From an optimization exercise on the open Yosys and OpenROAD flow, aimed at small area, a short achievable clock period and few clock cycles; shortcuts taken in it are not production practice.
In this exercise RTL edits were held to simulation tests only and were not proved equivalent to the original.

<file path="config.mk">
export PLATFORM = sky130hd
export DESIGN_NAME = CONVEX
export DESIGN_NICKNAME = CONVEX
export VERILOG_FILES = /design/flow/design.v
export SDC_FILE = /design/flow/constraint.sdc
export NUM_CORES = 4
export LEC_CHECK = 0
export CAP_MARGIN = 20
export CORE_MARGIN = 2
export CORE_UTILIZATION = 55
export CTS_CLUSTER_DIAMETER = 120
export CTS_CLUSTER_SIZE = 20
export SETUP_SLACK_MARGIN = 5
export SLEW_MARGIN = 20
</file>
<file path="constraint.sdc">
create_clock -name core_clock -period 8.5 [get_ports {CLK}]
set_input_delay 1.7000 -clock core_clock [delete_from_list [all_inputs] [get_ports {CLK}]]
set_output_delay 1.7000 -clock core_clock [all_outputs]
set_load 0.01 [all_outputs]
</file>
<file path="design.v">
module CONVEX(
input               CLK,
input               RST,
input       [4:0]   PT_XY,
output              READ_PT,
output reg  [9:0]   DROP_X,
output reg  [9:0]   DROP_Y,
output reg          DROP_V);
reg  [2:0]  rx_cnt;
reg  [19:0] rx;
reg         rx_full;
reg  [19:0] pn;
reg         pn_v;
reg  [1:0]  npts;
reg         rp_n;                           
assign      READ_PT = !rp_n;
wire        accept   = READ_PT && (rx_cnt == 3'd0 || rx_cnt == 3'd1);
wire [2:0]  rx_cnt_n = accept ? 3'd4 : (rx_cnt != 3'd0 ? rx_cnt - 3'd1 : 3'd0);
wire        rx_done  = (rx_cnt == 3'd1);
wire        pn_take;                        
wire        pn_free  = !pn_v || pn_take;
wire        rx_move  = rx_full && pn_free;
wire        rx_byp   = rx_done && pn_free;
wire        rx_full_n = (rx_done && !pn_free) || (rx_full && !rx_move);
wire        pn_v_n    = rx_move || rx_byp || (pn_v && !pn_take);
always @(posedge CLK) begin
    if (rx_cnt != 3'd0) rx <= {rx[14:0], PT_XY};
    if (rx_move)     pn <= rx;
    else if (rx_byp) pn <= {rx[14:0], PT_XY};
end
always @(posedge CLK or posedge RST) begin
    if (RST) begin
        rx_cnt  <= 3'd0;
        rx_full <= 1'b0;
        pn_v    <= 1'b0;
        rp_n    <= 1'b0;
    end
    else begin
        rx_cnt  <= rx_cnt_n;
        rx_full <= rx_full_n;
        pn_v    <= pn_v_n;
        rp_n    <= !(!rx_full_n && (rx_cnt_n == 3'd0 || (rx_cnt_n == 3'd1 && !pn_v_n)));
    end
end
reg  [19:0] Q [0:11];
reg  [3:0]  cnt;
wire        pop;
reg  [1:0]  npush;
reg  [19:0] D0, D1;
wire [3:0]  base = cnt - {3'd0, pop};
wire        s3_v, s3_first, s3_last, s3_vis;
wire [19:0] s3_A;
reg  [12:0] at;                             
integer k, j;
always @(*) begin
    for (k = 0; k < 13; k = k + 1) at[k] = (cnt == k);
end
reg         pend, pend_drop0, pend_ins0, pend_inside, pend_swap;
wire        base_odd = cnt[0] ^ pop ^ (pend && pend_swap);
wire [19:0] DE = base_odd ? D1 : D0;        
wire [19:0] DO = base_odd ? D0 : D1;        
always @(posedge CLK) begin
    for (j = 0; j < 12; j = j + 1) begin
        if (pop ? (at[j+1] || at[j]) : (at[j] || (j > 0 && at[(j > 0) ? j - 1 : 0])))
            Q[j] <= (j % 2 == 0) ? DE : DO;
        else if (pop && j < 11)
            Q[j] <= Q[(j < 11) ? j + 1 : 11];
    end
end
always @(posedge CLK or posedge RST) begin
    if (RST) cnt <= 4'd0;
    else     cnt <= vout ? cnt_n1 : cnt_n0;
end
reg         in_pass, need_last;
reg  [3:0]  tc;                             
reg  [19:0] PT, R0;
reg         r0_ok;                          
reg         fin;                            
reg  [3:0]  Hp;                             
wire        fin_set;
wire [3:0]  Hp_new;
reg         s1_v, s2_v, s1_first, s1_last, s2_first, s2_last, s1_tri, s2_tri;
reg         tri_act;
wire        tri_d;
wire [1:0]  ip      = {1'b0, s1_v} + {1'b0, s2_v};
reg         ip_0, ip_1, ip_2;
wire [19:0] A       = ip_0 ? Q[0] : ip_1 ? Q[1] : Q[2];
wire        r0_now  = s2_v && s2_first;
wire [19:0] B       = need_last ? (r0_ok ? R0 : Q[0]) : ip_0 ? Q[1] : ip_1 ? Q[2] : Q[3];
wire        avail2  = (cnt >= {2'd0, ip} + 4'd2);
wire        all_normal = fin && (tc + 4'd1 == Hp);
wire        last_is = in_pass && need_last && (r0_ok || r0_now) && !tri_act;
wire        start   = (!in_pass || last_is) && pn_v && npts == 2'd2;
wire        direct  = pn_v && npts != 2'd2;             
wire        normal  = in_pass && !need_last && !all_normal && avail2;
assign      pn_take = start || direct;
wire        issue   = normal || last_is;
assign      pop     = s2_v;                 
always @(posedge CLK) begin
    if (start) PT <= pn;
end
always @(posedge CLK or posedge RST) begin
    if (RST) begin
        in_pass   <= 1'b0;
        need_last <= 1'b0;
        tc        <= 4'd0;
        npts      <= 2'd0;
        tri_act   <= 1'b0;
        fin       <= 1'b0;
        Hp        <= 4'd0;
    end
    else begin
        if (direct) begin
            npts <= npts + 2'd1;
            if (npts == 2'd1) begin
                fin     <= 1'b1;
                Hp      <= 4'd2;
                tri_act <= 1'b1;
            end
        end
        if (last_is) begin
            in_pass   <= 1'b0;
            need_last <= 1'b0;
            fin       <= 1'b0;
        end
        if (start) begin
            in_pass <= 1'b1;
            tc      <= 4'd0;
        end
        else if (normal) begin
            tc <= tc + 4'd1;
            if (fin && tc + 4'd2 == Hp) need_last <= 1'b1;
        end
        else if (in_pass && !need_last && all_normal)
            need_last <= 1'b1;
        if (fin_set) begin
            fin <= 1'b1;
            Hp  <= Hp_new;
        end
        if (tri_d) begin
            in_pass   <= 1'b0;
            need_last <= 1'b0;
            tri_act   <= 1'b0;
        end
    end
end
reg  [10:0] s1_aX, s1_nY;
reg  [5:0]  s1_oneY, s1_twoY, s1_negY, s1_oneX, s1_twoX, s1_negX;
reg  [22:0] s2_r0, s2_r1, s2_r2;
function [17:0] booth;
    input [10:0] m;
    reg   [12:0] e;
    integer k;
    begin
        e = {m[10], m, 1'b0};
        for (k = 0; k < 6; k = k + 1) begin
            booth[k]      = e[2*k+1] ^ e[2*k];
            booth[6 + k]  = (e[2*k+2] & ~e[2*k+1] & ~e[2*k]) | (~e[2*k+2] & e[2*k+1] & e[2*k]);
            booth[12 + k] = e[2*k+2];
        end
    end
endfunction
wire [10:0] i_bX = {1'b0, B[19:10]} - {1'b0, PT[19:10]};
wire [10:0] i_bY = {1'b0, B[9:0]}   - {1'b0, PT[9:0]};
always @(posedge CLK) begin
    s1_aX <= {1'b0, A[19:10]} - {1'b0, PT[19:10]};
    s1_nY <= {1'b0, PT[9:0]}     - {1'b0, A[9:0]};
    {s1_negY, s1_twoY, s1_oneY} <= booth(i_bY);
    {s1_negX, s1_twoX, s1_oneX} <= booth(i_bX);
    s1_first <= (tc == 4'd0) && !need_last;
    s1_last  <= need_last;
    s1_tri   <= tri_act;
end
wire [22:0] cs_r0, cs_r1, cs_r2;
CXS cxs(.aX(s1_aX), .nY(s1_nY),
        .oneY(s1_oneY), .twoY(s1_twoY), .negY(s1_negY),
        .oneX(s1_oneX), .twoX(s1_twoX), .negX(s1_negX),
        .r0(cs_r0), .r1(cs_r1), .r2(cs_r2));
always @(posedge CLK) begin
    s2_r0 <= cs_r0;
    s2_r1 <= cs_r1;
    s2_r2 <= cs_r2;
    s2_first <= s1_first;
    s2_last  <= s1_last;
    s2_tri   <= s1_tri;
end
wire [22:0] cs_s = s2_r0 ^ s2_r1 ^ s2_r2;
wire [22:0] cs_c = {(s2_r0[21:0] & s2_r1[21:0]) | (s2_r0[21:0] & s2_r2[21:0]) | (s2_r1[21:0] & s2_r2[21:0]), 1'b0};
wire [22:0] cs_t = cs_s + cs_c;
assign      s3_v     = s2_v;
assign      s3_first = s2_first;
assign      s3_last  = s2_last;
assign      s3_vis   = cs_t[22];
assign      s3_A     = Q[0];                  
always @(posedge CLK or posedge RST) begin
    if (RST) begin
        s1_v <= 1'b0;
        s2_v <= 1'b0;
        ip_0 <= 1'b1;
        ip_1 <= 1'b0;
        ip_2 <= 1'b0;
    end
    else begin
        s1_v <= issue;
        s2_v <= s1_v;
        ip_0 <= !issue && !s1_v;
        ip_1 <= issue ^ s1_v;
        ip_2 <= issue && s1_v;
    end
end
reg         prev_vis, vis0, anyvis;
reg  [19:0] PD;
reg  [3:0]  Hrun;
wire        vin   = prev_vis;
wire        vout  = s3_vis;
wire        dec   = s3_v && !s3_first;
wire        drop  = dec && vin && vout;
wire        ins   = dec && vout && !vin;
wire        drop0 = vout && vis0;
wire        ins0  = vis0 && !vout;
wire [3:0]  Hrun_m2 = Hrun - 4'd2;
wire [3:0]  Hrun_m1 = Hrun - 4'd1;
wire [3:0]  Hrun_p1 = Hrun + 4'd1;
wire [3:0]  Hrun_n  = !vout ? Hrun : vin ? Hrun_m1 : Hrun_p1;
assign      tri_d   = s3_v && s2_tri;
assign      fin_set = (dec && s3_last) || tri_d;
wire [3:0]  Hp_v0   = vis0 ? Hrun_p1 : Hrun;
wire [3:0]  Hp_v1   = vin ? (vis0 ? Hrun_m2 : Hrun_m1) : (vis0 ? Hrun : Hrun_p1);
assign      Hp_new  = tri_d ? 4'd3 : vout ? Hp_v1 : Hp_v0;
wire [1:0]  pend_n  = pend_drop0 ? 2'd0 : pend_ins0 ? 2'd2 : 2'd1;
wire [1:0]  npush0  = direct ? 2'd1 : pend ? pend_n : dec ? 2'd1 : 2'd0;
wire [1:0]  npush1  = direct ? 2'd1 : pend ? pend_n : dec ? (vin ? 2'd0 : 2'd2) : 2'd0;
wire [3:0]  cnt_n0  = (npush0 == 2'd0) ? base : (npush0 == 2'd1) ? base + 4'd1 : base + 4'd2;
wire [3:0]  cnt_n1  = (npush1 == 2'd0) ? base : (npush1 == 2'd1) ? base + 4'd1 : base + 4'd2;
always @(*) begin
    npush = vout ? npush1 : npush0;
    D0 = direct ? pn : pend ? R0 : s3_A;
    D1 = PD;
end
always @(posedge CLK) begin
    if (s3_v && s3_first) begin
        R0 <= s3_A;
        PD <= PT;
        vis0 <= s3_vis;
        prev_vis <= s3_vis;
        anyvis <= s3_vis;
        Hrun <= Hp;
    end
    else if (dec) begin
        prev_vis <= s3_vis;
        anyvis <= anyvis | s3_vis;
        Hrun <= Hrun_n;
    end
    if (fin_set) begin
        pend_drop0  <= drop0 && !tri_d;
        pend_ins0   <= ins0 || tri_d;
        pend_inside <= !(anyvis || vout) && !tri_d;
        pend_swap   <= tri_d && !vout;
    end
end
always @(posedge CLK or posedge RST) begin
    if (RST) begin
        pend  <= 1'b0;
        r0_ok <= 1'b0;
    end
    else begin
        pend  <= fin_set;
        r0_ok <= start ? 1'b0 : (s3_v && s3_first) ? 1'b1 : r0_ok;
    end
end
always @(posedge CLK) begin
    if (pend)
        {DROP_X, DROP_Y} <= pend_drop0 ? R0 : PD;
    else
        {DROP_X, DROP_Y} <= s3_A;
end
always @(posedge CLK or posedge RST) begin
    if (RST) DROP_V <= 1'b0;
    else     DROP_V <= pend ? (pend_drop0 || pend_inside) : drop;
end
endmodule
module CXS(input [10:0] aX, input [10:0] nY,
           input [5:0] oneY, input [5:0] twoY, input [5:0] negY,
           input [5:0] oneX, input [5:0] twoX, input [5:0] negX,
           output [22:0] r0, output [22:0] r1, output [22:0] r2);
wire pY0_0 = ((oneY[0] & aX[0]) | (twoY[0] & 1'b0)) ^ negY[0];
wire pY0_1 = ((oneY[0] & aX[1]) | (twoY[0] & aX[0])) ^ negY[0];
wire pY0_2 = ((oneY[0] & aX[2]) | (twoY[0] & aX[1])) ^ negY[0];
wire pY0_3 = ((oneY[0] & aX[3]) | (twoY[0] & aX[2])) ^ negY[0];
wire pY0_4 = ((oneY[0] & aX[4]) | (twoY[0] & aX[3])) ^ negY[0];
wire pY0_5 = ((oneY[0] & aX[5]) | (twoY[0] & aX[4])) ^ negY[0];
wire pY0_6 = ((oneY[0] & aX[6]) | (twoY[0] & aX[5])) ^ negY[0];
wire pY0_7 = ((oneY[0] & aX[7]) | (twoY[0] & aX[6])) ^ negY[0];
wire pY0_8 = ((oneY[0] & aX[8]) | (twoY[0] & aX[7])) ^ negY[0];
wire pY0_9 = ((oneY[0] & aX[9]) | (twoY[0] & aX[8])) ^ negY[0];
wire pY0_10 = ((oneY[0] & aX[10]) | (twoY[0] & aX[9])) ^ negY[0];
wire pY0_11 = ((oneY[0] & aX[10]) | (twoY[0] & aX[10])) ^ negY[0];
wire pY1_0 = ((oneY[1] & aX[0]) | (twoY[1] & 1'b0)) ^ negY[1];
wire pY1_1 = ((oneY[1] & aX[1]) | (twoY[1] & aX[0])) ^ negY[1];
wire pY1_2 = ((oneY[1] & aX[2]) | (twoY[1] & aX[1])) ^ negY[1];
wire pY1_3 = ((oneY[1] & aX[3]) | (twoY[1] & aX[2])) ^ negY[1];
wire pY1_4 = ((oneY[1] & aX[4]) | (twoY[1] & aX[3])) ^ negY[1];
wire pY1_5 = ((oneY[1] & aX[5]) | (twoY[1] & aX[4])) ^ negY[1];
wire pY1_6 = ((oneY[1] & aX[6]) | (twoY[1] & aX[5])) ^ negY[1];
wire pY1_7 = ((oneY[1] & aX[7]) | (twoY[1] & aX[6])) ^ negY[1];
wire pY1_8 = ((oneY[1] & aX[8]) | (twoY[1] & aX[7])) ^ negY[1];
wire pY1_9 = ((oneY[1] & aX[9]) | (twoY[1] & aX[8])) ^ negY[1];
wire pY1_10 = ((oneY[1] & aX[10]) | (twoY[1] & aX[9])) ^ negY[1];
wire pY1_11 = ((oneY[1] & aX[10]) | (twoY[1] & aX[10])) ^ negY[1];
wire pY2_0 = ((oneY[2] & aX[0]) | (twoY[2] & 1'b0)) ^ negY[2];
wire pY2_1 = ((oneY[2] & aX[1]) | (twoY[2] & aX[0])) ^ negY[2];
wire pY2_2 = ((oneY[2] & aX[2]) | (twoY[2] & aX[1])) ^ negY[2];
wire pY2_3 = ((oneY[2] & aX[3]) | (twoY[2] & aX[2])) ^ negY[2];
wire pY2_4 = ((oneY[2] & aX[4]) | (twoY[2] & aX[3])) ^ negY[2];
wire pY2_5 = ((oneY[2] & aX[5]) | (twoY[2] & aX[4])) ^ negY[2];
wire pY2_6 = ((oneY[2] & aX[6]) | (twoY[2] & aX[5])) ^ negY[2];
wire pY2_7 = ((oneY[2] & aX[7]) | (twoY[2] & aX[6])) ^ negY[2];
wire pY2_8 = ((oneY[2] & aX[8]) | (twoY[2] & aX[7])) ^ negY[2];
wire pY2_9 = ((oneY[2] & aX[9]) | (twoY[2] & aX[8])) ^ negY[2];
wire pY2_10 = ((oneY[2] & aX[10]) | (twoY[2] & aX[9])) ^ negY[2];
wire pY2_11 = ((oneY[2] & aX[10]) | (twoY[2] & aX[10])) ^ negY[2];
wire pY3_0 = ((oneY[3] & aX[0]) | (twoY[3] & 1'b0)) ^ negY[3];
wire pY3_1 = ((oneY[3] & aX[1]) | (twoY[3] & aX[0])) ^ negY[3];
wire pY3_2 = ((oneY[3] & aX[2]) | (twoY[3] & aX[1])) ^ negY[3];
wire pY3_3 = ((oneY[3] & aX[3]) | (twoY[3] & aX[2])) ^ negY[3];
wire pY3_4 = ((oneY[3] & aX[4]) | (twoY[3] & aX[3])) ^ negY[3];
wire pY3_5 = ((oneY[3] & aX[5]) | (twoY[3] & aX[4])) ^ negY[3];
wire pY3_6 = ((oneY[3] & aX[6]) | (twoY[3] & aX[5])) ^ negY[3];
wire pY3_7 = ((oneY[3] & aX[7]) | (twoY[3] & aX[6])) ^ negY[3];
wire pY3_8 = ((oneY[3] & aX[8]) | (twoY[3] & aX[7])) ^ negY[3];
wire pY3_9 = ((oneY[3] & aX[9]) | (twoY[3] & aX[8])) ^ negY[3];
wire pY3_10 = ((oneY[3] & aX[10]) | (twoY[3] & aX[9])) ^ negY[3];
wire pY3_11 = ((oneY[3] & aX[10]) | (twoY[3] & aX[10])) ^ negY[3];
wire pY4_0 = ((oneY[4] & aX[0]) | (twoY[4] & 1'b0)) ^ negY[4];
wire pY4_1 = ((oneY[4] & aX[1]) | (twoY[4] & aX[0])) ^ negY[4];
wire pY4_2 = ((oneY[4] & aX[2]) | (twoY[4] & aX[1])) ^ negY[4];
wire pY4_3 = ((oneY[4] & aX[3]) | (twoY[4] & aX[2])) ^ negY[4];
wire pY4_4 = ((oneY[4] & aX[4]) | (twoY[4] & aX[3])) ^ negY[4];
wire pY4_5 = ((oneY[4] & aX[5]) | (twoY[4] & aX[4])) ^ negY[4];
wire pY4_6 = ((oneY[4] & aX[6]) | (twoY[4] & aX[5])) ^ negY[4];
wire pY4_7 = ((oneY[4] & aX[7]) | (twoY[4] & aX[6])) ^ negY[4];
wire pY4_8 = ((oneY[4] & aX[8]) | (twoY[4] & aX[7])) ^ negY[4];
wire pY4_9 = ((oneY[4] & aX[9]) | (twoY[4] & aX[8])) ^ negY[4];
wire pY4_10 = ((oneY[4] & aX[10]) | (twoY[4] & aX[9])) ^ negY[4];
wire pY4_11 = ((oneY[4] & aX[10]) | (twoY[4] & aX[10])) ^ negY[4];
wire pY5_0 = ((oneY[5] & aX[0]) | (twoY[5] & 1'b0)) ^ negY[5];
wire pY5_1 = ((oneY[5] & aX[1]) | (twoY[5] & aX[0])) ^ negY[5];
wire pY5_2 = ((oneY[5] & aX[2]) | (twoY[5] & aX[1])) ^ negY[5];
wire pY5_3 = ((oneY[5] & aX[3]) | (twoY[5] & aX[2])) ^ negY[5];
wire pY5_4 = ((oneY[5] & aX[4]) | (twoY[5] & aX[3])) ^ negY[5];
wire pY5_5 = ((oneY[5] & aX[5]) | (twoY[5] & aX[4])) ^ negY[5];
wire pY5_6 = ((oneY[5] & aX[6]) | (twoY[5] & aX[5])) ^ negY[5];
wire pY5_7 = ((oneY[5] & aX[7]) | (twoY[5] & aX[6])) ^ negY[5];
wire pY5_8 = ((oneY[5] & aX[8]) | (twoY[5] & aX[7])) ^ negY[5];
wire pY5_9 = ((oneY[5] & aX[9]) | (twoY[5] & aX[8])) ^ negY[5];
wire pY5_10 = ((oneY[5] & aX[10]) | (twoY[5] & aX[9])) ^ negY[5];
wire pY5_11 = ((oneY[5] & aX[10]) | (twoY[5] & aX[10])) ^ negY[5];
wire pX0_0 = ((oneX[0] & nY[0]) | (twoX[0] & 1'b0)) ^ negX[0];
wire pX0_1 = ((oneX[0] & nY[1]) | (twoX[0] & nY[0])) ^ negX[0];
wire pX0_2 = ((oneX[0] & nY[2]) | (twoX[0] & nY[1])) ^ negX[0];
wire pX0_3 = ((oneX[0] & nY[3]) | (twoX[0] & nY[2])) ^ negX[0];
wire pX0_4 = ((oneX[0] & nY[4]) | (twoX[0] & nY[3])) ^ negX[0];
wire pX0_5 = ((oneX[0] & nY[5]) | (twoX[0] & nY[4])) ^ negX[0];
wire pX0_6 = ((oneX[0] & nY[6]) | (twoX[0] & nY[5])) ^ negX[0];
wire pX0_7 = ((oneX[0] & nY[7]) | (twoX[0] & nY[6])) ^ negX[0];
wire pX0_8 = ((oneX[0] & nY[8]) | (twoX[0] & nY[7])) ^ negX[0];
wire pX0_9 = ((oneX[0] & nY[9]) | (twoX[0] & nY[8])) ^ negX[0];
wire pX0_10 = ((oneX[0] & nY[10]) | (twoX[0] & nY[9])) ^ negX[0];
wire pX0_11 = ((oneX[0] & nY[10]) | (twoX[0] & nY[10])) ^ negX[0];
wire pX1_0 = ((oneX[1] & nY[0]) | (twoX[1] & 1'b0)) ^ negX[1];
wire pX1_1 = ((oneX[1] & nY[1]) | (twoX[1] & nY[0])) ^ negX[1];
wire pX1_2 = ((oneX[1] & nY[2]) | (twoX[1] & nY[1])) ^ negX[1];
wire pX1_3 = ((oneX[1] & nY[3]) | (twoX[1] & nY[2])) ^ negX[1];
wire pX1_4 = ((oneX[1] & nY[4]) | (twoX[1] & nY[3])) ^ negX[1];
wire pX1_5 = ((oneX[1] & nY[5]) | (twoX[1] & nY[4])) ^ negX[1];
wire pX1_6 = ((oneX[1] & nY[6]) | (twoX[1] & nY[5])) ^ negX[1];
wire pX1_7 = ((oneX[1] & nY[7]) | (twoX[1] & nY[6])) ^ negX[1];
wire pX1_8 = ((oneX[1] & nY[8]) | (twoX[1] & nY[7])) ^ negX[1];
wire pX1_9 = ((oneX[1] & nY[9]) | (twoX[1] & nY[8])) ^ negX[1];
wire pX1_10 = ((oneX[1] & nY[10]) | (twoX[1] & nY[9])) ^ negX[1];
wire pX1_11 = ((oneX[1] & nY[10]) | (twoX[1] & nY[10])) ^ negX[1];
wire pX2_0 = ((oneX[2] & nY[0]) | (twoX[2] & 1'b0)) ^ negX[2];
wire pX2_1 = ((oneX[2] & nY[1]) | (twoX[2] & nY[0])) ^ negX[2];
wire pX2_2 = ((oneX[2] & nY[2]) | (twoX[2] & nY[1])) ^ negX[2];
wire pX2_3 = ((oneX[2] & nY[3]) | (twoX[2] & nY[2])) ^ negX[2];
wire pX2_4 = ((oneX[2] & nY[4]) | (twoX[2] & nY[3])) ^ negX[2];
wire pX2_5 = ((oneX[2] & nY[5]) | (twoX[2] & nY[4])) ^ negX[2];
wire pX2_6 = ((oneX[2] & nY[6]) | (twoX[2] & nY[5])) ^ negX[2];
wire pX2_7 = ((oneX[2] & nY[7]) | (twoX[2] & nY[6])) ^ negX[2];
wire pX2_8 = ((oneX[2] & nY[8]) | (twoX[2] & nY[7])) ^ negX[2];
wire pX2_9 = ((oneX[2] & nY[9]) | (twoX[2] & nY[8])) ^ negX[2];
wire pX2_10 = ((oneX[2] & nY[10]) | (twoX[2] & nY[9])) ^ negX[2];
wire pX2_11 = ((oneX[2] & nY[10]) | (twoX[2] & nY[10])) ^ negX[2];
wire pX3_0 = ((oneX[3] & nY[0]) | (twoX[3] & 1'b0)) ^ negX[3];
wire pX3_1 = ((oneX[3] & nY[1]) | (twoX[3] & nY[0])) ^ negX[3];
wire pX3_2 = ((oneX[3] & nY[2]) | (twoX[3] & nY[1])) ^ negX[3];
wire pX3_3 = ((oneX[3] & nY[3]) | (twoX[3] & nY[2])) ^ negX[3];
wire pX3_4 = ((oneX[3] & nY[4]) | (twoX[3] & nY[3])) ^ negX[3];
wire pX3_5 = ((oneX[3] & nY[5]) | (twoX[3] & nY[4])) ^ negX[3];
wire pX3_6 = ((oneX[3] & nY[6]) | (twoX[3] & nY[5])) ^ negX[3];
wire pX3_7 = ((oneX[3] & nY[7]) | (twoX[3] & nY[6])) ^ negX[3];
wire pX3_8 = ((oneX[3] & nY[8]) | (twoX[3] & nY[7])) ^ negX[3];
wire pX3_9 = ((oneX[3] & nY[9]) | (twoX[3] & nY[8])) ^ negX[3];
wire pX3_10 = ((oneX[3] & nY[10]) | (twoX[3] & nY[9])) ^ negX[3];
wire pX3_11 = ((oneX[3] & nY[10]) | (twoX[3] & nY[10])) ^ negX[3];
wire pX4_0 = ((oneX[4] & nY[0]) | (twoX[4] & 1'b0)) ^ negX[4];
wire pX4_1 = ((oneX[4] & nY[1]) | (twoX[4] & nY[0])) ^ negX[4];
wire pX4_2 = ((oneX[4] & nY[2]) | (twoX[4] & nY[1])) ^ negX[4];
wire pX4_3 = ((oneX[4] & nY[3]) | (twoX[4] & nY[2])) ^ negX[4];
wire pX4_4 = ((oneX[4] & nY[4]) | (twoX[4] & nY[3])) ^ negX[4];
wire pX4_5 = ((oneX[4] & nY[5]) | (twoX[4] & nY[4])) ^ negX[4];
wire pX4_6 = ((oneX[4] & nY[6]) | (twoX[4] & nY[5])) ^ negX[4];
wire pX4_7 = ((oneX[4] & nY[7]) | (twoX[4] & nY[6])) ^ negX[4];
wire pX4_8 = ((oneX[4] & nY[8]) | (twoX[4] & nY[7])) ^ negX[4];
wire pX4_9 = ((oneX[4] & nY[9]) | (twoX[4] & nY[8])) ^ negX[4];
wire pX4_10 = ((oneX[4] & nY[10]) | (twoX[4] & nY[9])) ^ negX[4];
wire pX4_11 = ((oneX[4] & nY[10]) | (twoX[4] & nY[10])) ^ negX[4];
wire pX5_0 = ((oneX[5] & nY[0]) | (twoX[5] & 1'b0)) ^ negX[5];
wire pX5_1 = ((oneX[5] & nY[1]) | (twoX[5] & nY[0])) ^ negX[5];
wire pX5_2 = ((oneX[5] & nY[2]) | (twoX[5] & nY[1])) ^ negX[5];
wire pX5_3 = ((oneX[5] & nY[3]) | (twoX[5] & nY[2])) ^ negX[5];
wire pX5_4 = ((oneX[5] & nY[4]) | (twoX[5] & nY[3])) ^ negX[5];
wire pX5_5 = ((oneX[5] & nY[5]) | (twoX[5] & nY[4])) ^ negX[5];
wire pX5_6 = ((oneX[5] & nY[6]) | (twoX[5] & nY[5])) ^ negX[5];
wire pX5_7 = ((oneX[5] & nY[7]) | (twoX[5] & nY[6])) ^ negX[5];
wire pX5_8 = ((oneX[5] & nY[8]) | (twoX[5] & nY[7])) ^ negX[5];
wire pX5_9 = ((oneX[5] & nY[9]) | (twoX[5] & nY[8])) ^ negX[5];
wire pX5_10 = ((oneX[5] & nY[10]) | (twoX[5] & nY[9])) ^ negX[5];
wire pX5_11 = ((oneX[5] & nY[10]) | (twoX[5] & nY[10])) ^ negX[5];
wire neg5s = negY[5] ^ negX[5];
wire neg5c = negY[5] & negX[5];
wire w1 = pY0_6 ^ pY1_4;
wire w2 = pY0_6 & pY1_4;
wire w3 = pY0_8 ^ pY1_6 ^ pY2_4;
wire w4 = (pY0_8 & pY1_6) | (pY0_8 & pY2_4) | (pY1_6 & pY2_4);
wire w5 = pY3_2 ^ pY4_0;
wire w6 = pY3_2 & pY4_0;
wire w7 = pY0_9 ^ pY1_7 ^ pY2_5;
wire w8 = (pY0_9 & pY1_7) | (pY0_9 & pY2_5) | (pY1_7 & pY2_5);
wire w9 = pY3_3 ^ pY4_1;
wire w10 = pY3_3 & pY4_1;
wire w11 = pY0_10 ^ pY1_8 ^ pY2_6;
wire w12 = (pY0_10 & pY1_8) | (pY0_10 & pY2_6) | (pY1_8 & pY2_6);
wire w13 = pY3_4 ^ pY4_2 ^ pY5_0;
wire w14 = (pY3_4 & pY4_2) | (pY3_4 & pY5_0) | (pY4_2 & pY5_0);
wire w15 = pX0_10 ^ pX1_8 ^ pX2_6;
wire w16 = (pX0_10 & pX1_8) | (pX0_10 & pX2_6) | (pX1_8 & pX2_6);
wire w17 = ~pY0_11 ^ pY1_9 ^ pY2_7;
wire w18 = (~pY0_11 & pY1_9) | (~pY0_11 & pY2_7) | (pY1_9 & pY2_7);
wire w19 = pY3_5 ^ pY4_3 ^ pY5_1;
wire w20 = (pY3_5 & pY4_3) | (pY3_5 & pY5_1) | (pY4_3 & pY5_1);
wire w21 = ~pX0_11 ^ pX1_9 ^ pX2_7;
wire w22 = (~pX0_11 & pX1_9) | (~pX0_11 & pX2_7) | (pX1_9 & pX2_7);
wire w23 = pX3_5 ^ pX4_3;
wire w24 = pX3_5 & pX4_3;
wire w25 = pY1_10 ^ pY2_8 ^ pY3_6;
wire w26 = (pY1_10 & pY2_8) | (pY1_10 & pY3_6) | (pY2_8 & pY3_6);
wire w27 = pY4_4 ^ pY5_2 ^ pX1_10;
wire w28 = (pY4_4 & pY5_2) | (pY4_4 & pX1_10) | (pY5_2 & pX1_10);
wire w29 = pX2_8 ^ pX3_6 ^ pX4_4;
wire w30 = (pX2_8 & pX3_6) | (pX2_8 & pX4_4) | (pX3_6 & pX4_4);
wire w31 = ~pY1_11 ^ pY2_9 ^ pY3_7;
wire w32 = (~pY1_11 & pY2_9) | (~pY1_11 & pY3_7) | (pY2_9 & pY3_7);
wire w33 = pY4_5 ^ pY5_3 ^ ~pX1_11;
wire w34 = (pY4_5 & pY5_3) | (pY4_5 & ~pX1_11) | (pY5_3 & ~pX1_11);
wire w35 = pX2_9 ^ pX3_7;
wire w36 = pX2_9 & pX3_7;
wire w37 = pY2_10 ^ pY3_8 ^ pY4_6;
wire w38 = (pY2_10 & pY3_8) | (pY2_10 & pY4_6) | (pY3_8 & pY4_6);
wire w39 = ~pY2_11 ^ pY3_9;
wire w40 = ~pY2_11 & pY3_9;
wire w41 = pY0_4 ^ pY1_2 ^ pY2_0;
wire w42 = (pY0_4 & pY1_2) | (pY0_4 & pY2_0) | (pY1_2 & pY2_0);
wire w43 = pY0_5 ^ pY1_3;
wire w44 = pY0_5 & pY1_3;
wire w45 = w1 ^ pY2_2 ^ pY3_0;
wire w46 = (w1 & pY2_2) | (w1 & pY3_0) | (pY2_2 & pY3_0);
wire w47 = negY[3] ^ pX0_6 ^ pX1_4;
wire w48 = (negY[3] & pX0_6) | (negY[3] & pX1_4) | (pX0_6 & pX1_4);
wire w49 = pY0_7 ^ pY1_5 ^ pY2_3;
wire w50 = (pY0_7 & pY1_5) | (pY0_7 & pY2_3) | (pY1_5 & pY2_3);
wire w51 = pY3_1 ^ pX0_7 ^ pX1_5;
wire w52 = (pY3_1 & pX0_7) | (pY3_1 & pX1_5) | (pX0_7 & pX1_5);
wire w53 = pX2_3 ^ pX3_1;
wire w54 = pX2_3 & pX3_1;
wire w55 = w3 ^ w5 ^ negY[4];
wire w56 = (w3 & w5) | (w3 & negY[4]) | (w5 & negY[4]);
wire w57 = pX0_8 ^ pX1_6 ^ pX2_4;
wire w58 = (pX0_8 & pX1_6) | (pX0_8 & pX2_4) | (pX1_6 & pX2_4);
wire w59 = pX3_2 ^ pX4_0 ^ negX[4];
wire w60 = (pX3_2 & pX4_0) | (pX3_2 & negX[4]) | (pX4_0 & negX[4]);
wire w61 = w7 ^ w9 ^ pX0_9;
wire w62 = (w7 & w9) | (w7 & pX0_9) | (w9 & pX0_9);
wire w63 = pX1_7 ^ pX2_5 ^ pX3_3;
wire w64 = (pX1_7 & pX2_5) | (pX1_7 & pX3_3) | (pX2_5 & pX3_3);
wire w65 = pX4_1 ^ w4 ^ w6;
wire w66 = (pX4_1 & w4) | (pX4_1 & w6) | (w4 & w6);
wire w67 = w11 ^ w13 ^ w15;
wire w68 = (w11 & w13) | (w11 & w15) | (w13 & w15);
wire w69 = pX3_4 ^ pX4_2 ^ pX5_0;
wire w70 = (pX3_4 & pX4_2) | (pX3_4 & pX5_0) | (pX4_2 & pX5_0);
wire w71 = neg5s ^ w8 ^ w10;
wire w72 = (neg5s & w8) | (neg5s & w10) | (w8 & w10);
wire w73 = w17 ^ w19 ^ w21;
wire w74 = (w17 & w19) | (w17 & w21) | (w19 & w21);
wire w75 = w23 ^ pX5_1 ^ neg5c;
wire w76 = (w23 & pX5_1) | (w23 & neg5c) | (pX5_1 & neg5c);
wire w77 = w12 ^ w14 ^ w16;
wire w78 = (w12 & w14) | (w12 & w16) | (w14 & w16);
wire w79 = w25 ^ w27 ^ w29;
wire w80 = (w25 & w27) | (w25 & w29) | (w27 & w29);
wire w81 = pX5_2 ^ 1'b1 ^ w18;
wire w82 = (pX5_2 & 1'b1) | (pX5_2 & w18) | (1'b1 & w18);
wire w83 = w20 ^ w22 ^ w24;
wire w84 = (w20 & w22) | (w20 & w24) | (w22 & w24);
wire w85 = w31 ^ w33 ^ w35;
wire w86 = (w31 & w33) | (w31 & w35) | (w33 & w35);
wire w87 = pX4_5 ^ pX5_3 ^ 1'b1;
wire w88 = (pX4_5 & pX5_3) | (pX4_5 & 1'b1) | (pX5_3 & 1'b1);
wire w89 = w26 ^ w28 ^ w30;
wire w90 = (w26 & w28) | (w26 & w30) | (w28 & w30);
wire w91 = w37 ^ pY5_4 ^ pX2_10;
wire w92 = (w37 & pY5_4) | (w37 & pX2_10) | (pY5_4 & pX2_10);
wire w93 = pX3_8 ^ pX4_6 ^ pX5_4;
wire w94 = (pX3_8 & pX4_6) | (pX3_8 & pX5_4) | (pX4_6 & pX5_4);
wire w95 = w32 ^ w34 ^ w36;
wire w96 = (w32 & w34) | (w32 & w36) | (w34 & w36);
wire w97 = w39 ^ pY4_7 ^ pY5_5;
wire w98 = (w39 & pY4_7) | (w39 & pY5_5) | (pY4_7 & pY5_5);
wire w99 = ~pX2_11 ^ pX3_9 ^ pX4_7;
wire w100 = (~pX2_11 & pX3_9) | (~pX2_11 & pX4_7) | (pX3_9 & pX4_7);
wire w101 = pX5_5 ^ 1'b1 ^ w38;
wire w102 = (pX5_5 & 1'b1) | (pX5_5 & w38) | (1'b1 & w38);
wire w103 = pY3_10 ^ pY4_8 ^ pY5_6;
wire w104 = (pY3_10 & pY4_8) | (pY3_10 & pY5_6) | (pY4_8 & pY5_6);
wire w105 = pX3_10 ^ pX4_8 ^ pX5_6;
wire w106 = (pX3_10 & pX4_8) | (pX3_10 & pX5_6) | (pX4_8 & pX5_6);
wire w107 = ~pY3_11 ^ pY4_9 ^ pY5_7;
wire w108 = (~pY3_11 & pY4_9) | (~pY3_11 & pY5_7) | (pY4_9 & pY5_7);
wire w109 = ~pX3_11 ^ pX4_9;
wire w110 = ~pX3_11 & pX4_9;
wire w111 = pY0_2 ^ pY1_0 ^ negY[1];
wire w112 = (pY0_2 & pY1_0) | (pY0_2 & negY[1]) | (pY1_0 & negY[1]);
wire w113 = pY0_3 ^ pY1_1;
wire w114 = pY0_3 & pY1_1;
wire w115 = w41 ^ negY[2] ^ pX0_4;
wire w116 = (w41 & negY[2]) | (w41 & pX0_4) | (negY[2] & pX0_4);
wire w117 = pX1_2 ^ pX2_0;
wire w118 = pX1_2 & pX2_0;
wire w119 = w43 ^ pY2_1 ^ pX0_5;
wire w120 = (w43 & pY2_1) | (w43 & pX0_5) | (pY2_1 & pX0_5);
wire w121 = pX1_3 ^ pX2_1 ^ w42;
wire w122 = (pX1_3 & pX2_1) | (pX1_3 & w42) | (pX2_1 & w42);
wire w123 = w45 ^ w47 ^ pX2_2;
wire w124 = (w45 & w47) | (w45 & pX2_2) | (w47 & pX2_2);
wire w125 = pX3_0 ^ negX[3] ^ w44;
wire w126 = (pX3_0 & negX[3]) | (pX3_0 & w44) | (negX[3] & w44);
wire w127 = w49 ^ w51 ^ w53;
wire w128 = (w49 & w51) | (w49 & w53) | (w51 & w53);
wire w129 = w2 ^ w46 ^ w48;
wire w130 = (w2 & w46) | (w2 & w48) | (w46 & w48);
wire w131 = w55 ^ w57 ^ w59;
wire w132 = (w55 & w57) | (w55 & w59) | (w57 & w59);
wire w133 = w50 ^ w52 ^ w54;
wire w134 = (w50 & w52) | (w50 & w54) | (w52 & w54);
wire w135 = w61 ^ w63 ^ w65;
wire w136 = (w61 & w63) | (w61 & w65) | (w63 & w65);
wire w137 = w56 ^ w58 ^ w60;
wire w138 = (w56 & w58) | (w56 & w60) | (w58 & w60);
wire w139 = w67 ^ w69 ^ w71;
wire w140 = (w67 & w69) | (w67 & w71) | (w69 & w71);
wire w141 = w62 ^ w64 ^ w66;
wire w142 = (w62 & w64) | (w62 & w66) | (w64 & w66);
wire w143 = w73 ^ w75 ^ w77;
wire w144 = (w73 & w75) | (w73 & w77) | (w75 & w77);
wire w145 = w68 ^ w70 ^ w72;
wire w146 = (w68 & w70) | (w68 & w72) | (w70 & w72);
wire w147 = w79 ^ w81 ^ w83;
wire w148 = (w79 & w81) | (w79 & w83) | (w81 & w83);
wire w149 = w74 ^ w76 ^ w78;
wire w150 = (w74 & w76) | (w74 & w78) | (w76 & w78);
wire w151 = w85 ^ w87 ^ w89;
wire w152 = (w85 & w87) | (w85 & w89) | (w87 & w89);
wire w153 = w80 ^ w82 ^ w84;
wire w154 = (w80 & w82) | (w80 & w84) | (w82 & w84);
wire w155 = w91 ^ w93 ^ w95;
wire w156 = (w91 & w93) | (w91 & w95) | (w93 & w95);
wire w157 = w86 ^ w88 ^ w90;
wire w158 = (w86 & w88) | (w86 & w90) | (w88 & w90);
wire w159 = w97 ^ w99 ^ w101;
wire w160 = (w97 & w99) | (w97 & w101) | (w99 & w101);
wire w161 = w92 ^ w94 ^ w96;
wire w162 = (w92 & w94) | (w92 & w96) | (w94 & w96);
wire w163 = w103 ^ w105 ^ w40;
wire w164 = (w103 & w105) | (w103 & w40) | (w105 & w40);
wire w165 = w98 ^ w100 ^ w102;
wire w166 = (w98 & w100) | (w98 & w102) | (w100 & w102);
wire w167 = w107 ^ w109 ^ pX5_7;
wire w168 = (w107 & w109) | (w107 & pX5_7) | (w109 & pX5_7);
wire w169 = 1'b1 ^ w104 ^ w106;
wire w170 = (1'b1 & w104) | (1'b1 & w106) | (w104 & w106);
wire w171 = pY4_10 ^ pY5_8 ^ pX4_10;
wire w172 = (pY4_10 & pY5_8) | (pY4_10 & pX4_10) | (pY5_8 & pX4_10);
wire w173 = pX5_8 ^ w108 ^ w110;
wire w174 = (pX5_8 & w108) | (pX5_8 & w110) | (w108 & w110);
wire w175 = ~pY4_11 ^ pY5_9 ^ ~pX4_11;
wire w176 = (~pY4_11 & pY5_9) | (~pY4_11 & ~pX4_11) | (pY5_9 & ~pX4_11);
wire w177 = pX5_9 ^ 1'b1;
wire w178 = pX5_9 & 1'b1;
wire w179 = pY0_0 ^ negY[0];
wire w180 = pY0_0 & negY[0];
wire w181 = w111 ^ pX0_2;
wire w182 = w111 & pX0_2;
wire w183 = w113 ^ pX0_3 ^ pX1_1;
wire w184 = (w113 & pX0_3) | (w113 & pX1_1) | (pX0_3 & pX1_1);
wire w185 = w115 ^ w117 ^ negX[2];
wire w186 = (w115 & w117) | (w115 & negX[2]) | (w117 & negX[2]);
wire w187 = w119 ^ w121 ^ w116;
wire w188 = (w119 & w121) | (w119 & w116) | (w121 & w116);
wire w189 = w123 ^ w125 ^ w120;
wire w190 = (w123 & w125) | (w123 & w120) | (w125 & w120);
wire w191 = w127 ^ w129 ^ w124;
wire w192 = (w127 & w129) | (w127 & w124) | (w129 & w124);
wire w193 = w131 ^ w133 ^ w128;
wire w194 = (w131 & w133) | (w131 & w128) | (w133 & w128);
wire w195 = w135 ^ w137 ^ w132;
wire w196 = (w135 & w137) | (w135 & w132) | (w137 & w132);
wire w197 = w139 ^ w141 ^ w136;
wire w198 = (w139 & w141) | (w139 & w136) | (w141 & w136);
wire w199 = w143 ^ w145 ^ w140;
wire w200 = (w143 & w145) | (w143 & w140) | (w145 & w140);
wire w201 = w147 ^ w149 ^ w144;
wire w202 = (w147 & w149) | (w147 & w144) | (w149 & w144);
wire w203 = w151 ^ w153 ^ w148;
wire w204 = (w151 & w153) | (w151 & w148) | (w153 & w148);
wire w205 = w155 ^ w157 ^ w152;
wire w206 = (w155 & w157) | (w155 & w152) | (w157 & w152);
wire w207 = w159 ^ w161 ^ w156;
wire w208 = (w159 & w161) | (w159 & w156) | (w161 & w156);
wire w209 = w163 ^ w165 ^ w160;
wire w210 = (w163 & w165) | (w163 & w160) | (w165 & w160);
wire w211 = w167 ^ w169 ^ w164;
wire w212 = (w167 & w169) | (w167 & w164) | (w169 & w164);
wire w213 = w171 ^ w173 ^ w168;
wire w214 = (w171 & w173) | (w171 & w168) | (w173 & w168);
wire w215 = w175 ^ w177 ^ w172;
wire w216 = (w175 & w177) | (w175 & w172) | (w177 & w172);
wire w217 = pY5_10 ^ pX5_10 ^ w176;
wire w218 = (pY5_10 & pX5_10) | (pY5_10 & w176) | (pX5_10 & w176);
wire w219 = ~pY5_11 ^ ~pX5_11;
wire w220 = ~pY5_11 & ~pX5_11;
assign r0 = {w220, w219, w217, w215, w213, w211, w209, w207, w205, w203, w201, w199, w197, w195, w193, w191, w189, w187, w185, w183, w181, pY0_1, w179};
assign r1 = {1'b0, 1'b1, w178, w174, w170, w166, w162, w158, w154, w150, w146, w142, w138, w134, w130, w126, w122, w118, w114, w112, pX1_0, pX0_1, pX0_0};
assign r2 = {1'b0, w218, w216, w214, w212, w210, w208, w206, w204, w202, w200, w198, w196, w194, w192, w190, w188, w186, w184, w182, negX[1], w180, negX[0]};
endmodule
</file>
<file path="flow/run.sh">
#!/bin/bash
set -euo pipefail
MARGIN=${MARGIN:-5.3}
sed -E "s/SETUP_SLACK_MARGIN=[0-9.]+/SETUP_SLACK_MARGIN=${MARGIN}/" standard.sh > standard_margin.sh
grep -q "SETUP_SLACK_MARGIN=${MARGIN}" standard_margin.sh
bash standard_margin.sh > flow.log 2>&1
</file>
<file path="standard.sh">
#!/bin/bash
# synth_recipe.tcl (not shown) runs the flow's synth.tcl, then flattens the netlist and writes it again
# the make line also repeats each setting of config.mk as NAME=value (left out here)
make -C /OpenROAD-flow-scripts/flow DESIGN_CONFIG=/design/flow/config.mk WORK_HOME=/design/flow/orfs CLKGATE_MAP_FILE= SYNTH_SCRIPT=/design/flow/synth_recipe.tcl "${@:-finish}"
</file>
==> impl_results.md, run 1 <==
- Final Skew: between 0.03 and 0.04 ns
- Die ar.: about 0.054 mm²
- Worst path max stage delay: between 0.4 and 0.5 ns
- Htree depth: 1
- CP Capture Type: register
- Die X: about 230 µm
- Setup WS pre-CTS: approximately 4.6 ns
- Die outline height: 232 µm
- Syn Inst Count: 2667
- Crit-path max FO: 5
- Critical path data arrival time: between 3 and 4 ns
- Dominant cells by area after synthesis: edfxtp_1, dfxtp_1, fa_1, mux2i_1, ha_1
- Register-to-register setup slack: around 5.2 ns
- Fmax: around 300 MHz
- Antenna cells: 0
- Final WS setup: slightly above 5 ns
- Post-synthesis compound-gate area fraction: 0.117
- NumNets Final: 2857
- Yosys top cell by area: edfxtp_1
- Worst hold path type: reg -> reg
- Yosys cell types: 59
- Vias in the first global route: between 15000 and 20000
- Post-synthesis mux area share: 0.0624
- Top cell type's share of synthesized area: 0.369
- Cts bufs inserted: 30
- Initial antenna violation count: 2
- Area grow syn2layout: 9.90%
- Number of remaining DRC errors: 0
- I/O pin count: 29
- DRT Wirelength: 70500 µm
- First-pass GRT wire length: between 100000 and 150000 µm
- Critical path class: reg -> reg
- Async set-reset flop share out of synthesis: 0.0585
- Synth warn: 2
- Post-synthesis xor/xnor area fraction: 0.0614
- Reg2Reg Launch Point: s2_r0[20]
- RSZ-0062 raised after global routing: yes
- Via density: about 5.6
- CTS sink cnt: 530
- DR WL/cell: 21.1 µm
- Tcrit/Tclk final: 0.394
- Cells on worst reg2reg path: 10
- Hold Startpoint: s1_last
- Worst path cell trace: fa_1, ha_1, a21o_1, a21o_1, a221oi_4, o211ai_4, xnor2_4, mux2i_1, or3_1, a32o_1
- Max_cap viols: 0
- CP max-delay cell: fa_1
- Initial Util: 0.557
- Hold path cells: 0
- Hold WS: roughly 0.32 ns
- # fillers: around 4300
- Post-synth EDFFs: about 350
- Slew HR: 0.271
- WHS Endpoint: s2_last
- Number of detailed-route iterations in the first pass: 5
- Synth Area in Simple Gates: 0.0831
- WP data required: ~9.0 ns
- Final setup vio count: 0
- Root buffer cell: clkbuf_16
- Core area: roughly 0.051 mm²
- RD Place Congestion: approximately 0.89
- FP Rows: between 80 and 90
- Final Hold Viols: 0
- Synth Area in Adders: 0.123
- Ys flop type: edfxtp_1
- Final Slew Violations: 0
- Largest net degree at the start of global routing: 65
- Most frequent CP cell: a21o_1
- Worst r2r dst: Hp[3]
- Worst setup SP type: register
- Syn nets: slightly below 3000
- All-Layer GR Usage: 0.264
- Finished Core Util: 0.612
- Hold_buf cts: 0
- Clock latency on the worst-skew pair: roughly 0.62 ns
- Clk buf depth: 3
- Port bufs: 28
- Dpl hpwl: just under 50000 µm
- Status: complete, no violations
- Worst-Margin Slew: 1.09 ns
- Vias: around 19000
- Total negative slack: 0 ns
- Seq/Total Area, Yosys: 0.500
- Grt ovf: 0
- Syn_area_per_cell: between 10 and 15 µm²
- Largest family of logic cells by synthesized area: adder cells
- Mapped Area: between 0.02 and 0.03 mm²
- Clock Pin Slew Worst Setup and Hold Paths: about 0.080 ns
- FF+latch count, synth: 530
- Layout cells sized above 1: 0.112
- CTS tree: yes
- Tmin final: 3.35 ns
- Starting DRC count in detailed routing: about 1500
- Post-route ant nets: 0
-- critical path: cells and delay by family (launching register included) --
| family | cells | cell delay, ns |
|---|---|---|
| AO/OA/AOI/OAI | 5 | 1.13 |
| AND/OR/NAND/NOR | 1 | 0.32 |
| multiplexers | 1 | 0.16 |
| adder cells (fa/ha/maj) | 2 | 0.84 |
| XOR/XNOR | 1 | 0.44 |
| flip-flops | 1 | 0.32 |
-- how the worst max path moves through the flow --
stage | startpoint | to | slack (ns) | cells after the start
after floorplan | s1_oneY[0] | s2_r0[11] | 5.30 | 10
after global placement | s2_r0[7] | Hp[3] | 4.61 | 12
after CTS | s2_r2[13] | Hp[3] | 5.11 | 13
after detailed placement | s2_r0[7] | Hp[3] | 4.59 | 12
final | s2_r0[20] | Hp[3] | 5.15 | 10
after global routing | s2_r0[11] | Hp[3] | 5.06 | 13
-- registers in the layout, indices dropped and copies added (netlist names), 11 cells and up --
| signal | flops |
|---|---|
| PD | 20 |
| PT | 20 |
| Q | 240 |
| R0 | 20 |
| pn | 20 |
| rx | 20 |
| s1_aX | 11 |
| s1_nY | 11 |
| s2_r0 | 23 |
| s2_r1 | 21 |
| s2_r2 | 22 |
-- Yosys cell counts, types with 5 or more instances --
master	instances
and2_1	10
fa_1	112
a21oi_1	230
nor3_1	12
buf_1	21
mux2_2	24
nand2_1	222
nand2b_1	13
a21o_1	15
nor2b_1	23
inv_1	248
o21ai_0	168
ha_1	101
a22oi_1	101
or3_1	6
dfxtp_1	148
a31oi_1	5
edfxtp_1	351
nor2_1	252
xnor2_1	128
xor2_1	69
clkbuf_1	128
dfrtp_1	30
a21boi_0	7
a211oi_1	18
or2_2	8
mux2i_1	151
nand3_1	15
-- through the flow --
stage                     std cells  cell area [µm²]
after floorplan                2667            28600
after global placement         3249            29400
after detailed placement       3249            29400
after CTS                      3322            30800
after global routing           3339            31400
final                          3339            31400
-- layout by cell type (no fill, tap or decap), types with 92 or more instances in the layout --
cell	n
xnor2_1	124
ha_1	92
mux2i_1	116
inv_1	241
dfxtp_1	96
o21ai_0	146
edfxtp_1	351
nand2_1	217
fa_1	109
a22oi_1	98
a21oi_1	222
nor2_1	243
-- timing repair --
item	4_1_cts	5_1_grt
pin swaps	24	42
gates resized for setup	134	111
buffers inserted	12	14
cloned	7	1
endpoints found under the setup margin	179	197
-- cells by family after synthesis --
kind of cell / after synthesis
mux: 175
buf+inv: 404
flops: 530
fa+ha+maj: 214
xor+xnor: 198
compound gates: 574
simple gates: 572
-- routing by layer --
layer / wire (µm) / GRT usage / vias to the layer above
met3: 3310 / 0.0329 / 150
met5: 21 / 0 / -
met4: 3820 / 0.124 / 4
met1: 29800 / 0.342 / 9160
li1: - / - / 9031
met2: 33600 / 0.444 / 497
-- cell type report --
cell class / count / area (µm²) / share of cell area
flip-flops and latches: 530 / 14400 / 0.459
inverters: 252 / 947 / 0.0302
repair buffers: 88 / 941 / 0.0300
clock inverters: 1 / 11.3 / 0.000359
clock buffers: 53 / 858 / 0.0273
multi-input cells: 1735 / 13400 / 0.426
well taps: 680 / 851 / 0.0271
Testbench counts, summed over its fixed seeds: cycles 23,534.
==> run 2, diff against run 1 <==
--- a/design.v
+++ b/design.v
@@ -57,5 +57,6 @@
 end
 reg         pend, pend_drop0, pend_ins0, pend_inside, pend_swap;
-wire        base_odd = cnt[0] ^ pop ^ (pend && pend_swap);
+reg         bodd;
+wire        base_odd = bodd;
 wire [19:0] DE = base_odd ? D1 : D0;        
 wire [19:0] DO = base_odd ? D0 : D1;        
@@ -69,6 +70,12 @@
 end
 always @(posedge CLK or posedge RST) begin
-    if (RST) cnt <= 4'd0;
-    else     cnt <= vout ? cnt_n1 : cnt_n0;
+    if (RST) begin
+        cnt  <= 4'd0;
+        bodd <= 1'b0;
+    end
+    else begin
+        cnt  <= vout ? cnt_n1 : cnt_n0;
+        bodd <= (vout ? cnt_n1[0] : cnt_n0[0]) ^ s1_v ^ (tri_d && !vout);
+    end
 end
 reg         in_pass, need_last;
==> run 2 against run 1 <==
Effect of this change: synthesized cell count down 0.49%; cell area is 0.96% higher; wire length up 1.4%; sequential share of layout area down 0.31 points; die area is 0.15% higher; non-clock buffer count up 24; sequential cell count did not move; first-iteration DRC count shrank 4.7%; critical path depth up 5; critical path type unchanged; critical endpoint is now cnt[3]; largest cell class unchanged.
==> impl_results.md, run 2 <==
- Dominant cells by area after synthesis: edfxtp_1, dfxtp_1, fa_1, mux2i_1, ha_1 (unchanged)
- CTS tree: yes (unchanged)
- WHS Endpoint: s2_last (unchanged)
- Largest regs: Q (240), s2_r0 (23), s2_r2 (22) (unchanged)
- RSZ-0062 raised after global routing: yes (unchanged)
- Final setup vio count: 0 (unchanged)
- Yosys top cell by area: edfxtp_1 (unchanged)
- Clock Pin Slew Worst Setup and Hold Paths: 0.09 ns (was 0.08 ns)
- All-Layer GR Usage: 0.265 (was 0.264)
- Mapped Area: 0.0286 mm² (about the same)
- Clock latency on the worst-skew pair: 0.64 ns (was 0.62 ns)
- Die outline height: 232 µm (about the same)
- Multi-input logic area: 0.0134 mm² (about the same)
- Starting DRC count in detailed routing: 1431 (was 1502)
- Cell with the most instances after synthesis: edfxtp_1 (unchanged)
- CTS sink cnt: 530 (unchanged)
- Hold WS: 0.333 ns (was 0.320 ns)
- Post-synth top cells: edfxtp_1, nor2_1, inv_1 (unchanged)
- Hold Startpoint: s1_last (unchanged)
- Crit-path max FO: 5 (unchanged)
- Grt met3 use: 0.0235 (was 0.0329)
- Core area: 0.0514 mm² (was 0.0513 mm²)
- Finished Core Util: 0.616 (was 0.612)
- Hold path cells: 0 (unchanged)
- Number of detailed-route iterations in the first pass: 5 (unchanged)
- Hold_buf cts: 0 (unchanged)
- Most frequent cells in the layout: edfxtp_1, nor2_1, inv_1 (unchanged)
- Ys flop type: edfxtp_1 (unchanged)
- Post-route ant nets: 0 (unchanged)
- DR WL/cell: 21.4 µm (was 21.1 µm)
- Layout cells sized above 1: 0.121 (was 0.112)
- Largest net degree at the start of global routing: 65 (unchanged)
- # fillers: 4226 (was 4266)
- Post-synth EDFFs: 350 (was 351)
- WP data required: 9.07 ns (was 8.98 ns)
- Register area: 0.0145 mm² (was 0.0144 mm²)
- Syn nets: 2874 (was 2887)
- Top Usage Layer GRT: met2 (unchanged)
- Cts bufs inserted: 30 (unchanged)
- First-pass GRT wire length: 109000 µm (about the same)
- Commonest non-fill, non-tap cell in the layout: edfxtp_1 (unchanged)
- Max_cap viols: 0 (unchanged)
- FF+latch count, synth: 530 (unchanged)
- Synth warn: 2 (unchanged)
- Initial antenna violation count: 0 (was 2)
- Critical path class: reg -> reg (unchanged)
- Dpl cells: 3236 (was 3249)
- Vias: 19100 (was 18800)
- I/O pin count: 29 (unchanged)
- Die ar.: 0.0538 mm² (about the same)
- CP Capture Type: register (unchanged)
- RD Place Congestion: 0.989 (was 0.891)
- Grt ovf: 0 (unchanged)
- Most flop-heavy register: Q (unchanged)
- Critical path data arrival time: 3.92 ns (was 3.83 ns)
- Tcrit/Tclk final: 0.394 (about the same)
- DRT Wirelength: 71500 µm (was 70500 µm)
- Dpl hpwl: 49200 µm (was 49500 µm)
- Initial Util: 0.556 (was 0.557)
- Final Hold Viols: 0 (unchanged)
- Final Skew: 0.0463 ns (was 0.0362 ns)
- Final Slew Violations: 0 (unchanged)
- Async set-reset flop share out of synthesis: 0.0604 (was 0.0585)
- Slew HR: 0.301 (was 0.271)
- Total negative slack: 0 ns (unchanged)
- GR Util met2: 0.458 (was 0.444)
- Area grow syn2layout: 10.8% (was 9.90%)
- Worst hold path type: reg -> reg (unchanged)
- Syn_area_per_cell: 10.8 µm² (was 10.7 µm²)
- Worst r2r dst: cnt[3] (was Hp[3])
- Worst-Margin Slew: 1.05 ns (was 1.09 ns)
- Port bufs: 28 (unchanged)
- Antenna cells: 0 (unchanged)
- Grt met1 use: 0.356 (was 0.342)
- Vias in the first global route: 19000 (was 18800)
- Register-to-register setup slack: 5.15 ns (about the same)
- FP Rows: 83 (unchanged)
- Via density: 5.72 (was 5.64)
- Status: complete, no violations (unchanged)
- Syn Inst Count: 2654 (was 2667)
- Reg2Reg Launch Point: s2_r0[15] (was s2_r0[20])
- Cells on worst reg2reg path: 15 (was 10)
- Worst setup SP type: register (unchanged)
- Htree depth: 1 (unchanged)
- Yosys cell types: 62 (was 59)
- NumNets Final: 2863 (was 2857)
- Die X: 232 µm (about the same)
- Clk buf depth: 3 (unchanged)
- Number of remaining DRC errors: 0 (unchanged)
- Fmax: 299 MHz (about the same)
- Tmin final: 3.35 ns (about the same)
- Seq/Total Area, Yosys: 0.499 (was 0.500)
- Final cell count without fillers: 3344 (was 3339)
- Top cell type's share of synthesized area: 0.367 (was 0.369)
- Largest register FFs: 240 (unchanged)
- Root buffer cell: clkbuf_16 (unchanged)
## run 2: changes by cell type after synthesis, sizes merged, moves of 7 or more
cell	delta
nand2b	+14
a21o	+8
o21a	+12
a21oi	-9
inv	-11
xnor2	-7
o21ai	+9
nand3	-9
nand2	-16
## run 2: worst max path at each step
stage	start	to	slack (ns)	cells after the start
after global placement	s2_v	pn[11]	4.52	9
final	s2_r0[15]	cnt[3]	5.15	15
after detailed placement	s2_v	pn[11]	4.49	9
after CTS	s2_r0[15]	cnt[3]	5.10	15
after floorplan	s1_oneY[0]	s2_r0[11]	5.30	10
after global routing	s2_r0[15]	cnt[3]	5.04	15
## run 2: area by class of cell
class,instances,area share
multi-input combinational,1731,0.422
sequential,530,0.456
inverter,238,0.0282
tap,680,0.0268
clock buffer,51,0.0262
clock inverter,2,0.00130
timing repair buffer,112,0.0387
## run 2: kinds of logic after synthesis
family,share of synthesized area
AO/OA/AOI/OAI,0.124
AND/OR/NAND/NOR,0.0804
flip-flops,0.499
buffers and inverters,0.0520
adder cells (fa/ha/maj),0.123
XOR/XNOR,0.0606
multiplexers,0.0609
## run 2: repair_timing
item	4_1_cts	5_1_grt
resized for setup	137	131
endpoints found under the hold margin	0	0
cloned	8	1
pin swaps	37	54
setup endpoints to repair	139	100
setup buffers	28	18
## run 2: through the flow
step	setup WS [ns]	cell area [µm²]
detailed placement	4.49	29400
global route	5.04	31700
global placement	4.52	29400
CTS	5.10	31100
floorplan	5.30	28600
finish	5.15	31700
## run 2: critical path, cell delays in order (launching register included)
cell      delay, ns
dfxtp_2        0.33
inv_2          0.04
fa_1           0.52
inv_1          0.04
ha_1           0.27
nand4_1        0.21
nor3_4         0.09
and3_4         0.17
a221oi_4       0.40
o211ai_4       0.18
xnor2_4        0.21
buf_12         0.16
buf_16         0.13
a21o_1         0.18
a221oi_2       0.25
xnor2_1        0.14
## run 2: layer usage
layer  wire length, µm  vias up
met1             31400     9424
met4              2390        0
li1                  -     9050
met5                 0        -
met2             34900      505
met3              2750      142
Testbench counts of run 2, summed over its fixed seeds: cycles 23,534.
==> run 3, diff against run 2 <==
==> flow/run.sh (replaced) <==
#!/bin/bash
set -euo pipefail
MARGIN=${MARGIN:-5.6}
sed -E "s/SETUP_SLACK_MARGIN=[0-9.]+/SETUP_SLACK_MARGIN=${MARGIN}/" standard.sh > standard_margin.sh
grep -q "SETUP_SLACK_MARGIN=${MARGIN}" standard_margin.sh
bash standard_margin.sh > flow.log 2>&1
==> run 3 against run 2 <==
Effect of this change: fmax is 2.9% higher; via count is 3.8% higher; area after synthesis unchanged; clock skew decreased by 0.025 ns; die area stayed put; sequential cell count is the same; critical path depth fell by 1; hold slack better by 0.0049 ns; setup slack improved by 0.095 ns; utilization rose by 2.5 points; register-to-register slack improved by 0.095 ns; count of clock-buffer cells in the layout grew 3.
==> impl_results.md, run 3 <==
- CP max-delay cell: fa_1 (unchanged)
- Worst r2r dst: Hp[3] (was cnt[3])
- Initial antenna violation count: 0 (unchanged)
- Grt met1 use: 0.368 (was 0.356)
- Setup WS pre-CTS: 4.52 ns (was 4.49 ns)
- Post-synth EDFFs: 350 (unchanged)
- Register-to-register setup slack: 5.25 ns (was 5.15 ns)
- Antenna cells: 0 (unchanged)
- CP Capture Type: register (unchanged)
- CTS sink cnt: 530 (unchanged)
- Crit path buf inv count: 3 (was 4)
- Final Slew Violations: 0 (unchanged)
- Largest regs: Q (240), s2_r0 (23), s2_r2 (22) (unchanged)
- Vias: 19800 (was 19100)
- Number of remaining DRC errors: 0 (unchanged)
- Syn Inst Count: 2654 (unchanged)
- Die outline height: 232 µm (unchanged)
- Post-route ant nets: 0 (unchanged)
- RSZ-0062 raised after global routing: yes (unchanged)
- Layout cells sized above 1: 0.193 (was 0.121)
- Worst setup SP type: register (unchanged)
- Grt ovf: 0 (unchanged)
- Clock Pin Slew Worst Setup and Hold Paths: 0.09 ns (about the same)
- Post-synth top cells: edfxtp_1, nor2_1, inv_1 (unchanged)
- Async set-reset flop share out of synthesis: 0.0604 (unchanged)
- Max_cap viols: 0 (unchanged)
- First-pass GRT wire length: 114000 µm (was 109000 µm)
- Root buffer cell: clkbuf_16 (unchanged)
- Clk buf depth: 3 (unchanged)
- Tmin final: 3.25 ns (was 3.35 ns)
- Yosys top cell by area: edfxtp_1 (unchanged)
- Register area: 0.0145 mm² (about the same)
- Starting DRC count in detailed routing: 1384 (was 1431)
- DR WL/cell: 21.9 µm (was 21.4 µm)
- CP Capture Point: Hp[3] (was cnt[3])
- Dpl hpwl: 49200 µm (about the same)
- Dominant cells by area after synthesis: edfxtp_1, dfxtp_1, fa_1, mux2i_1, ha_1 (unchanged)
- Crit-path max FO: 5 (unchanged)
- Most frequent CP cell: inv_2
- Final Hold Viols: 0 (unchanged)
- # fillers: 4085 (was 4226)
- Grt met3 use: 0.0273 (was 0.0235)
- Die X: 232 µm (unchanged)
- Reg2Reg Launch Point: s2_r2[3] (was s2_r0[15])
- Hold Startpoint: s1_tri (was s1_last)
- Initial Util: 0.556 (unchanged)
- Largest net degree at the start of global routing: 65 (unchanged)
- Final setup vio count: 0 (unchanged)
- Multi-input logic area: 0.0139 mm² (was 0.0134 mm²)
- Commonest non-fill, non-tap cell in the layout: edfxtp_1 (unchanged)
- Critical path data arrival time: 3.76 ns (was 3.92 ns)
- Slew HR: 0.326 (was 0.301)
- Cts bufs inserted: 30 (unchanged)
- CTS tree: yes (unchanged)
- Stages on worst setup path: 14 (was 15)
- Tcrit/Tclk final: 0.383 (was 0.394)
- Fmax: 308 MHz (was 299 MHz)
- All-Layer GR Usage: 0.276 (was 0.265)
- Final Skew: 0.0218 ns (was 0.0463 ns)
- GR Util met2: 0.480 (was 0.458)
- Final WS setup: 5.25 ns (was 5.15 ns)
- DRT Wirelength: 75100 µm (was 71500 µm)
- Vias in the first global route: 19400 (was 19000)
- Worst hold path type: reg -> reg (unchanged)
- FP Rows: 83 (unchanged)
- Total negative slack: 0 ns (unchanged)
- Worst path cell trace: inv_2, fa_1, inv_2, ha_4, a21o_1, a21oi_2, o21ai_4, a221oi_4, o211ai_4, xnor2_4, buf_8, mux2i_4, a221oi_1, nand3b_1 (was inv_2, fa_1, inv_1, ha_1, nand4_1, nor3_4, and3_4, a221oi_4, o211ai_4, xnor2_4, buf_12, buf_16, a21o_1, a221oi_2, xnor2_1)
- Htree depth: 1 (unchanged)
- Clock latency on the worst-skew pair: 0.62 ns (was 0.64 ns)
- Syn_area_per_cell: 10.8 µm² (unchanged)
- Crit path launch: s2_r2[3] (was s2_r0[15])
- Cell with the most instances after synthesis: edfxtp_1 (unchanged)
- Yosys cell types: 62 (unchanged)
- Status: complete, no violations (unchanged)
- Cells on worst reg2reg path: 14 (was 15)
- Worst-Margin Slew: 1.01 ns (was 1.05 ns)
- Top cell type's share of synthesized area: 0.367 (unchanged)
- Top Usage Layer GRT: met2 (unchanged)
- Final instance area: 0.0330 mm² (was 0.0317 mm²)
- Cell Area, Placed: 0.0296 mm² (was 0.0294 mm²)
- Number of detailed-route iterations in the first pass: 5 (unchanged)
- Ys flop type: edfxtp_1 (unchanged)
- RD Place Congestion: 0.933 (was 0.989)
- Synth warn: 2 (unchanged)
- NumNets Final: 2955 (was 2863)
- I/O pin count: 29 (unchanged)
- Die ar.: 0.0538 mm² (unchanged)
- Worst path max stage delay: 0.54 ns (was 0.52 ns)
- WP data required: 9.01 ns (was 9.07 ns)
- Most frequent cells in the layout: edfxtp_1, nor2_1, inv_1 (unchanged)
- Area grow syn2layout: 15.2% (was 10.8%)
- Crit path max-delay family: compound AO/OA/AOI/OAI gates (unchanged)
- Most flop-heavy register: Q (unchanged)
-- run 3: cell counts after synthesis --
No cell type changed its count.
-- run 3: cell families (layout without fill, tap and decap cells) --
logic type / count (synthesis) / count (layout) / share of synthesized area
DFF: 530 / 530 / 0.499
AOI/OAI and AO/OA: 602 / 602 / 0.124
adders and majority gates: 213 / 213 / 0.123
xor gates and xnor gates: 197 / 197 / 0.0606
and+or+nand+nor: 548 / 549 / 0.0804
buffers and inverters: 393 / 496 / 0.0520
muxes: 171 / 171 / 0.0609
-- run 3: area by class of cell --
cell class	instances	share of cell area
well taps	680	0.0258
clock buffers	54	0.0262
inverters	238	0.0271
multi-input cells	1732	0.420
flip-flops and latches	530	0.440
repair buffers	203	0.0607
clock inverters	1	0.000342
-- run 3: worst min path at each step --
stage | to | slack [ns] | cells past startpoint
floorplan | s2_first | 0.31 | 0
global placement | s2_first | 0.31 | 0
detailed placement | s2_last | 0.32 | 0
CTS | s2_last | 0.34 | 0
global route | s2_tri | 0.35 | 0
finish | s2_tri | 0.34 | 0
-- run 3: metal layers --
| metal | share of wire | up-vias |
|---|---|---|
| li1 | - | 9239 |
| met1 | 0.43 | 9869 |
| met2 | 0.49 | 590 |
| met3 | 0.049 | 141 |
| met4 | 0.030 | 0 |
| met5 | 0 | - |
-- run 3: stage by stage --
stage                      util  instances  hold WS (ns)
after global placement    0.576       3234         0.313
after global routing      0.641       3438         0.346
after detailed placement  0.576       3234         0.318
final                     0.641       3438         0.338
after floorplan               -       2654         0.310
after CTS                 0.624       3393         0.339
-- run 3: timing repair --
action | in CTS | in global routing
hold buffers | 0 | 0
buffers inserted | 95 | 40
gates cloned | 9 | 5
gates resized for setup | 304 | 138
endpoints found under the setup margin | 187 | 132
pin swaps | 95 | 86

-- afterwards: timing with drivers on the ports --
Ports are ideal in the flow. The routed layouts listed here were re-timed in OpenROAD. Step 1, drivers: a clkbuf_16 drives CLK and a buf_2 each remaining input, both assumed. Step 2, shift: input delay + t, output delay - t, t = (earliest + latest rising clock arrival at the registers) / 2. This alone moves slack from input paths to output paths. Slacks: ideal / step 1 / step 2; pairs: ideal / step 1.
| run | t, ns | slack for setup (ns) | hold WS [ns] |
|---|---|---|---|
| run 1 | 0.666 | 5.152 / 5.152 / 5.152 | 0.320 / 0.320 / 0.320 |
| run 2 | 0.683 | 5.153 / 5.153 / 5.153 | 0.333 / 0.333 / 0.333 |
| run 3 | 0.674 | 5.248 / 5.248 / 5.248 | 0.338 / 0.338 / 0.338 |
After both steps every run listed still meets setup and hold.
